Background: an optimization exercise with open tools, aiming at small area. Do not read the settings as production practice.
No activity file was given, so power comes from the tool's default toggle rates.

==> run M <==
==> flow/design.v <==
module DebounceFilter(
	input i_clk,
	input i_rst,
	input i_bouncy,
	output o_debounced);
	localparam [22:0] START = 23'h28211b;
	localparam [22:0] TERM  = 23'h43ebf1;
	localparam [22:0] MASK  = 23'h7ffff0;
	reg [22:0] r_count;
	reg r_state;
	wire w_term = ((r_count ^ TERM) & MASK) == 23'd0;
	wire w_clr = i_rst | (i_bouncy == r_state) | w_term;
	wire [22:0] w_next = {~r_count[21:0], r_count[22] ~^ r_count[17]};
	always @(posedge i_clk)
	begin
		r_count <= w_clr ? START : w_next;
		if (i_rst)
			r_state <= 1'b0;
		else if (w_term)
			r_state <= i_bouncy;
	end
	assign o_debounced = r_state;
endmodule
module StateMachineI2C(
	input i_clk,
	input i_rst,
	input [3:0] i_data,
	input i_scl,
	input i_sda,
	output o_sda_oe,
	output o_sda_out,
	output [2:0] o_state);
	localparam IDLE = 3'd0;
	localparam SHIFT_ADDR = 3'd1;
	localparam ADDR_ACK = 3'd2;
	localparam DATA_RX = 3'd3;
	localparam RX_ACK = 3'd4;
	localparam DATA_TX = 3'd5;
	localparam TX_ACK = 3'd6;
	reg [2:0] r_state;
	reg [1:0] r_sda_sync, r_scl_sync;
	reg r_drive_en;
	reg r_sda_out;
	reg [3:0] r_count;
	wire w_sda_fall = r_sda_sync[1] && !r_sda_sync[0] && r_scl_sync[1];
	wire w_sda_rise = !r_sda_sync[1] && r_sda_sync[0] && r_scl_sync[1];
	wire w_scl_rise = !r_scl_sync[1] && r_scl_sync[0];
	wire w_scl_fall = r_scl_sync[1] && !r_scl_sync[0];
	wire w_shift = r_state == SHIFT_ADDR;
	wire w_rx = r_state == DATA_RX;
	wire w_tx = r_state == DATA_TX;
	wire w_txack = r_state == TX_ACK;
	wire w_last = r_count[2:0] == 3'd7;
	wire w_addr_bit = !r_count[0] && !r_count[2];
	wire w_inc = !r_count[3] && (((w_shift || w_rx) && w_scl_rise) || (w_tx && w_scl_fall)
		|| (w_txack && w_scl_rise && !r_sda_sync[0]));
	wire w_wrap = r_count[3] && (w_shift || w_rx || (w_tx && w_scl_fall));
	always @(posedge i_clk)
	begin
		if (w_sda_fall)
			r_count <= 4'd0;
		else if (w_inc)
			r_count <= (r_count + 4'd1) | {3'b000, w_shift && w_last && r_sda_sync[1]};
		else if (w_wrap)
			r_count <= {3'b000, r_count[0]};
	end
	always @(posedge i_clk)
	begin
		if (w_sda_fall)
			r_sda_out <= 1'b1;
		else if (!w_sda_rise)
		begin
			if (w_shift)
			begin
				if (w_scl_rise && !r_count[3] && !w_last)
					r_sda_out <= r_sda_out & (r_sda_sync[1] == w_addr_bit);
			end
			else if (w_scl_fall)
				r_sda_out <= w_tx & r_count[2] & i_data[~r_count[1:0]];
		end
	end
	always @(posedge i_clk)
	begin
		if (i_rst)
		begin
			r_state <= IDLE;
			r_drive_en <= 1'b0;
		end
		else if (w_sda_fall)
		begin
			r_state <= SHIFT_ADDR;
			r_drive_en <= 1'b0;
		end
		else if (w_sda_rise)
			r_state <= IDLE;
		else
		begin
			case (r_state)
			IDLE:
				r_drive_en <= 1'b0;
			SHIFT_ADDR:
				if (r_count[3])
					r_state <= ADDR_ACK;
			ADDR_ACK:
				if (w_scl_fall)
				begin
					if (!r_drive_en)
					begin
						r_drive_en <= r_sda_out;
						if (!r_sda_out)
							r_state <= IDLE;
					end
					else
					begin
						r_drive_en <= r_count[0];
						r_state <= r_count[0] ? DATA_TX : DATA_RX;
					end
				end
			DATA_RX:
				if (r_count[3])
					r_state <= RX_ACK;
			RX_ACK:
				if (w_scl_fall)
				begin
					r_drive_en <= !r_drive_en;
					if (r_drive_en)
						r_state <= DATA_RX;
				end
			DATA_TX:
				if (w_scl_fall && r_count[3])
				begin
					r_drive_en <= 1'b0;
					r_state <= TX_ACK;
				end
			TX_ACK:
				if (w_scl_rise)
					r_state <= r_sda_sync[0] ? IDLE : DATA_TX;
			default:
				r_state <= IDLE;
			endcase
		end
	end
	always @(posedge i_clk)
	begin
		r_sda_sync[0] <= i_sda;
		r_scl_sync[0] <= i_scl;
		r_sda_sync[1] <= r_sda_sync[0];
		r_scl_sync[1] <= r_scl_sync[0];
	end
	assign o_sda_oe = r_drive_en;
	assign o_sda_out = r_sda_out;
	assign o_state = r_state;
endmodule
module I2CDevice(
	input i_clk,
	input i_rst,
	input [3:0] i_sw,
	input i_scl,
	input i_sda,
	output o_sda_oe,
	output o_sda_out,
	output [7:0] o_led);
	wire [3:0] w_sw;
	wire [2:0] w_state;
	StateMachineI2C state_inst(
		.i_clk(i_clk),
		.i_rst(i_rst),
		.i_data(w_sw),
		.i_scl(i_scl),
		.i_sda(i_sda),
		.o_sda_oe(o_sda_oe),
		.o_sda_out(o_sda_out),
		.o_state(w_state));
	DebounceFilter debounce_sw0(.i_clk(i_clk), .i_rst(i_rst), .i_bouncy(i_sw[0]), .o_debounced(w_sw[0]));
	DebounceFilter debounce_sw1(.i_clk(i_clk), .i_rst(i_rst), .i_bouncy(i_sw[1]), .o_debounced(w_sw[1]));
	DebounceFilter debounce_sw2(.i_clk(i_clk), .i_rst(i_rst), .i_bouncy(i_sw[2]), .o_debounced(w_sw[2]));
	DebounceFilter debounce_sw3(.i_clk(i_clk), .i_rst(i_rst), .i_bouncy(i_sw[3]), .o_debounced(w_sw[3]));
	assign o_led = {5'b00000, w_state};
endmodule
==> flow/run.sh <==
#!/bin/bash
# synth_recipe.tcl (not shown) runs the flow's synth.tcl, then flattens the netlist and writes it again
# the make line also repeats each setting of config.mk as NAME=value (left out here)
make -C /OpenROAD-flow-scripts/flow DESIGN_CONFIG=/design/flow/config.mk WORK_HOME=/design/flow/orfs CLKGATE_MAP_FILE= SYNTH_SCRIPT=/design/flow/synth_recipe.tcl finish
==> flow/config.mk <==
export PLATFORM = sky130hd
export DESIGN_NAME = I2CDevice
export DESIGN_NICKNAME = I2CDevice
export VERILOG_FILES = /design/flow/design.v
export SDC_FILE = /design/flow/constraint.sdc
export NUM_CORES = 4
export LEC_CHECK = 0
export ABC_AREA = 1
export CAP_MARGIN = 20
export CORE_MARGIN = 2
export CORE_UTILIZATION = 40
export SLEW_MARGIN = 20
==> flow/constraint.sdc <==
create_clock -name core_clock -period 5.0 [get_ports {i_clk}]
set_input_delay 1.0000 -clock core_clock [delete_from_list [all_inputs] [get_ports {i_clk}]]
set_output_delay 1.0000 -clock core_clock [all_outputs]
set_load 0.01 [all_outputs]
==> inputs of run F, as changes to run M <==
==> flow/design.v, changed modules only <==
module DebounceFilter(
	input i_clk,
	input i_rst,
	input i_rst_n,
	input i_bouncy,
	output o_debounced);
	reg [22:0] r_count;
	reg r_state;
	wire [22:0] w_next;
	wire w_ne, w_term_n, w_clrn, w_clr, w_fb, w_sn, w_s;
	g_xor2 u_ne(.a(i_bouncy), .b(r_state), .y(w_ne));
	wire w_o0;
	g_nand4 u_o0(.a(r_count[4]), .b(r_count[5]), .c(r_count[8]), .d(r_count[9]), .y(w_o0));
	wire w_o1;
	g_nand4 u_o1(.a(r_count[10]), .b(r_count[11]), .c(r_count[14]), .d(r_count[16]), .y(w_o1));
	wire w_o2;
	g_nand3 u_o2(.a(r_count[17]), .b(r_count[18]), .c(r_count[21]), .y(w_o2));
	wire w_ones;
	g_nor3 u_ones(.a(w_o0), .b(w_o1), .c(w_o2), .y(w_ones));
	wire w_z0;
	g_nor4 u_z0(.a(r_count[6]), .b(r_count[7]), .c(r_count[12]), .d(r_count[13]), .y(w_z0));
	wire w_z1;
	g_nor4 u_z1(.a(r_count[15]), .b(r_count[19]), .c(r_count[20]), .d(r_count[22]), .y(w_z1));
	g_nand3 u_term(.a(w_ones), .b(w_z0), .c(w_z1), .y(w_term_n));
	g_nand3 u_clr(.a(i_rst_n), .b(w_ne), .c(w_term_n), .y(w_clr));
	g_inv u_clrn(.a(w_clr), .y(w_clrn));
	g_xor2 u_fb(.a(r_count[22]), .b(r_count[17]), .y(w_fb));
	g_nand2 u_n0(.a(w_fb), .b(w_clrn), .y(w_next[0]));
	g_nand2 u_n1(.a(r_count[0]), .b(w_clrn), .y(w_next[1]));
	g_nor2 u_n2(.a(r_count[1]), .b(w_clr), .y(w_next[2]));
	g_nand2 u_n3(.a(r_count[2]), .b(w_clrn), .y(w_next[3]));
	g_nand2 u_n4(.a(r_count[3]), .b(w_clrn), .y(w_next[4]));
	g_nor2 u_n5(.a(r_count[4]), .b(w_clr), .y(w_next[5]));
	g_nor2 u_n6(.a(r_count[5]), .b(w_clr), .y(w_next[6]));
	g_nand2 u_n7(.a(r_count[6]), .b(w_clrn), .y(w_next[7]));
	g_nor2 u_n8(.a(r_count[7]), .b(w_clr), .y(w_next[8]));
	g_nand2 u_n9(.a(r_count[8]), .b(w_clrn), .y(w_next[9]));
	g_nand2 u_n10(.a(r_count[9]), .b(w_clrn), .y(w_next[10]));
	g_nor2 u_n11(.a(r_count[10]), .b(w_clr), .y(w_next[11]));
	g_nand2 u_n12(.a(r_count[11]), .b(w_clrn), .y(w_next[12]));
	g_nor2 u_n13(.a(r_count[12]), .b(w_clr), .y(w_next[13]));
	g_nand2 u_n14(.a(r_count[13]), .b(w_clrn), .y(w_next[14]));
	g_nor2 u_n15(.a(r_count[14]), .b(w_clr), .y(w_next[15]));
	g_nor2 u_n16(.a(r_count[15]), .b(w_clr), .y(w_next[16]));
	g_nand2 u_n17(.a(r_count[16]), .b(w_clrn), .y(w_next[17]));
	g_nor2 u_n18(.a(r_count[17]), .b(w_clr), .y(w_next[18]));
	g_nor2 u_n19(.a(r_count[18]), .b(w_clr), .y(w_next[19]));
	g_nand2 u_n20(.a(r_count[19]), .b(w_clrn), .y(w_next[20]));
	g_nand2 u_n21(.a(r_count[20]), .b(w_clrn), .y(w_next[21]));
	g_nand2 u_n22(.a(r_count[21]), .b(w_clrn), .y(w_next[22]));
	g_mux2i u_sm(.a0(i_bouncy), .a1(r_state), .s(w_term_n), .y(w_sn));
	g_nor2 u_s(.a(w_sn), .b(i_rst), .y(w_s));
	always @(posedge i_clk)
	begin
		r_count <= w_next;
		r_state <= w_s;
	end
	assign o_debounced = r_state;
endmodule
module I2CDevice(
	input i_clk,
	input i_rst,
	input [3:0] i_sw,
	input i_scl,
	input i_sda,
	output o_sda_oe,
	output o_sda_out,
	output [7:0] o_led);
	wire [3:0] w_sw;
	wire [2:0] w_state;
	wire w_rst_n;
	g_inv u_rst_n(.a(i_rst), .y(w_rst_n));
	StateMachineI2C state_inst(
		.i_clk(i_clk),
		.i_rst(i_rst),
		.i_data(w_sw),
		.i_scl(i_scl),
		.i_sda(i_sda),
		.o_sda_oe(o_sda_oe),
		.o_sda_out(o_sda_out),
		.o_state(w_state));
	DebounceFilter debounce_sw0(.i_clk(i_clk), .i_rst(i_rst), .i_rst_n(w_rst_n), .i_bouncy(i_sw[0]), .o_debounced(w_sw[0]));
	DebounceFilter debounce_sw1(.i_clk(i_clk), .i_rst(i_rst), .i_rst_n(w_rst_n), .i_bouncy(i_sw[1]), .o_debounced(w_sw[1]));
	DebounceFilter debounce_sw2(.i_clk(i_clk), .i_rst(i_rst), .i_rst_n(w_rst_n), .i_bouncy(i_sw[2]), .o_debounced(w_sw[2]));
	DebounceFilter debounce_sw3(.i_clk(i_clk), .i_rst(i_rst), .i_rst_n(w_rst_n), .i_bouncy(i_sw[3]), .o_debounced(w_sw[3]));
	assign o_led = {5'b00000, w_state};
endmodule
module g_inv(input a, output y); assign y = ~a; endmodule
module g_nand2(input a, input b, output y); assign y = ~(a & b); endmodule
module g_nor2(input a, input b, output y); assign y = ~(a | b); endmodule
module g_nand3(input a, input b, input c, output y); assign y = ~(a & b & c); endmodule
module g_nor3(input a, input b, input c, output y); assign y = ~(a | b | c); endmodule
module g_nand4(input a, input b, input c, input d, output y); assign y = ~(a & b & c & d); endmodule
module g_nor4(input a, input b, input c, input d, output y); assign y = ~(a | b | c | d); endmodule
module g_and4(input a, input b, input c, input d, output y); assign y = a & b & c & d; endmodule
module g_xor2(input a, input b, output y); assign y = a ^ b; endmodule
module g_xnor2(input a, input b, output y); assign y = ~(a ^ b); endmodule
module g_mux2i(input a0, input a1, input s, output y); assign y = ~(s ? a1 : a0); endmodule
==> flow/flow/run.sh (new file) <==
#!/bin/bash
# Standard ORFS layout (the standard.sh, standard synthesis unchanged) with
# area-oriented knobs: minimum-size port buffers, no CTS dummy loads, and
# power (area) recovery after global routing.
set -euo pipefail
export BUFFER_PORTS_ARGS="-buffer_cell sky130_fd_sc_hd__buf_1"
export CTS_ARGS="-sink_clustering_enable -repair_clock_nets -dont_use_dummy_load -buf_list {sky130_fd_sc_hd__clkbuf_4 sky130_fd_sc_hd__clkbuf_8}"
export RECOVER_POWER=100
bash standard.sh > standard_flow.log 2>&1
==> flow/standard.sh (new file) <==
#!/bin/bash
# synth_recipe.tcl (not shown) runs the flow's synth.tcl, then flattens the netlist and writes it again
# the make line also repeats each setting of config.mk as NAME=value (left out here)
make -C /OpenROAD-flow-scripts/flow DESIGN_CONFIG=/design/flow/config.mk WORK_HOME=/design/flow/orfs CLKGATE_MAP_FILE= SYNTH_SCRIPT=/design/flow/synth_recipe.tcl "${@:-finish}"
--- a/flow/config.mk
+++ b/flow/config.mk
@@ -5,8 +5,9 @@
 export SDC_FILE = /design/flow/constraint.sdc
 export NUM_CORES = 4
 export LEC_CHECK = 0
-export ABC_AREA = 1
 export CAP_MARGIN = 20
 export CORE_MARGIN = 2
-export CORE_UTILIZATION = 40
+export CORE_UTILIZATION = 60
+export CTS_BUF_LIST = sky130_fd_sc_hd__clkbuf_4 sky130_fd_sc_hd__clkbuf_8
 export SLEW_MARGIN = 20
+export SYNTH_HIERARCHICAL = 1
removed: flow/run.sh
==> run_results.csv <==
group,metric,value,unit
setup_path,path_max_fanout,10,
worst_hold_path,holdPathEnd,"debounce_sw1.r_count[1]",
power,p_sw,0.466,mW
status,outcome,"complete, no violations",
worst_hold_path,min_from,"debounce_sw1.r_count[0]",
setup_path,regToRegEndpoint,"debounce_sw2.r_count[8]",
grt,grtUsageMet2,22.1,%
floorplanning,core-area,8810,sq um
sta,slew_headroom,64.7,%
floorplanning,die_y,99.8,microns
# the run above: run M

==> run_results.csv <==
group,metric,value,unit
power,p_sw,0.297,mW
floorplanning,die_y,81.0,microns
worst_hold_path,holdPathEnd,"debounce_sw3.r_count[3]",
setup_path,path_max_fanout,18,
grt,grtUsageMet2,28.6,%
setup_path,rr_startpoint,"state_inst.r_state[1]",
worst_hold_path,min_from,"debounce_sw3.r_count[2]",
setup_path,regToRegEndpoint,"state_inst.r_state[1]",
floorplanning,core-area,5820,sq um
sta,slew_headroom,63.1,%
status,outcome,"complete, no violations",
# the run above: run F

Function was not checked in any run of this note: the RTL went through the layout flow alone.

-- port drivers added, routing unchanged --
In the flow no input, the clock included, has a driving cell. The finished layouts below were timed again as built, in two steps.
Step 1 sets driving cells, clkbuf_16 on the clock port and buf_2 on the other inputs (assumed; they add their load-dependent delay and slew).
Step 2 times the ports against the registers' clock, not the clock port: input delays grow and output delays shrink by t, the midpoint of the rising clock arrivals with the driver on.
Three values: ideal, step 1, step 2; two values: the first two.
run	t (ns)	slack for setup (ns)	worst slew at a driven data input, ns
run M	0.396	2.428 / 2.394 / 2.271	0.04
run F	0.376	2.790 / 2.760 / 2.619	0.04
After both steps setup and hold are still met in every run listed. The setup slack of run F, which loses most, moves by -0.030 ns with the drivers and by -0.171 ns with both steps.
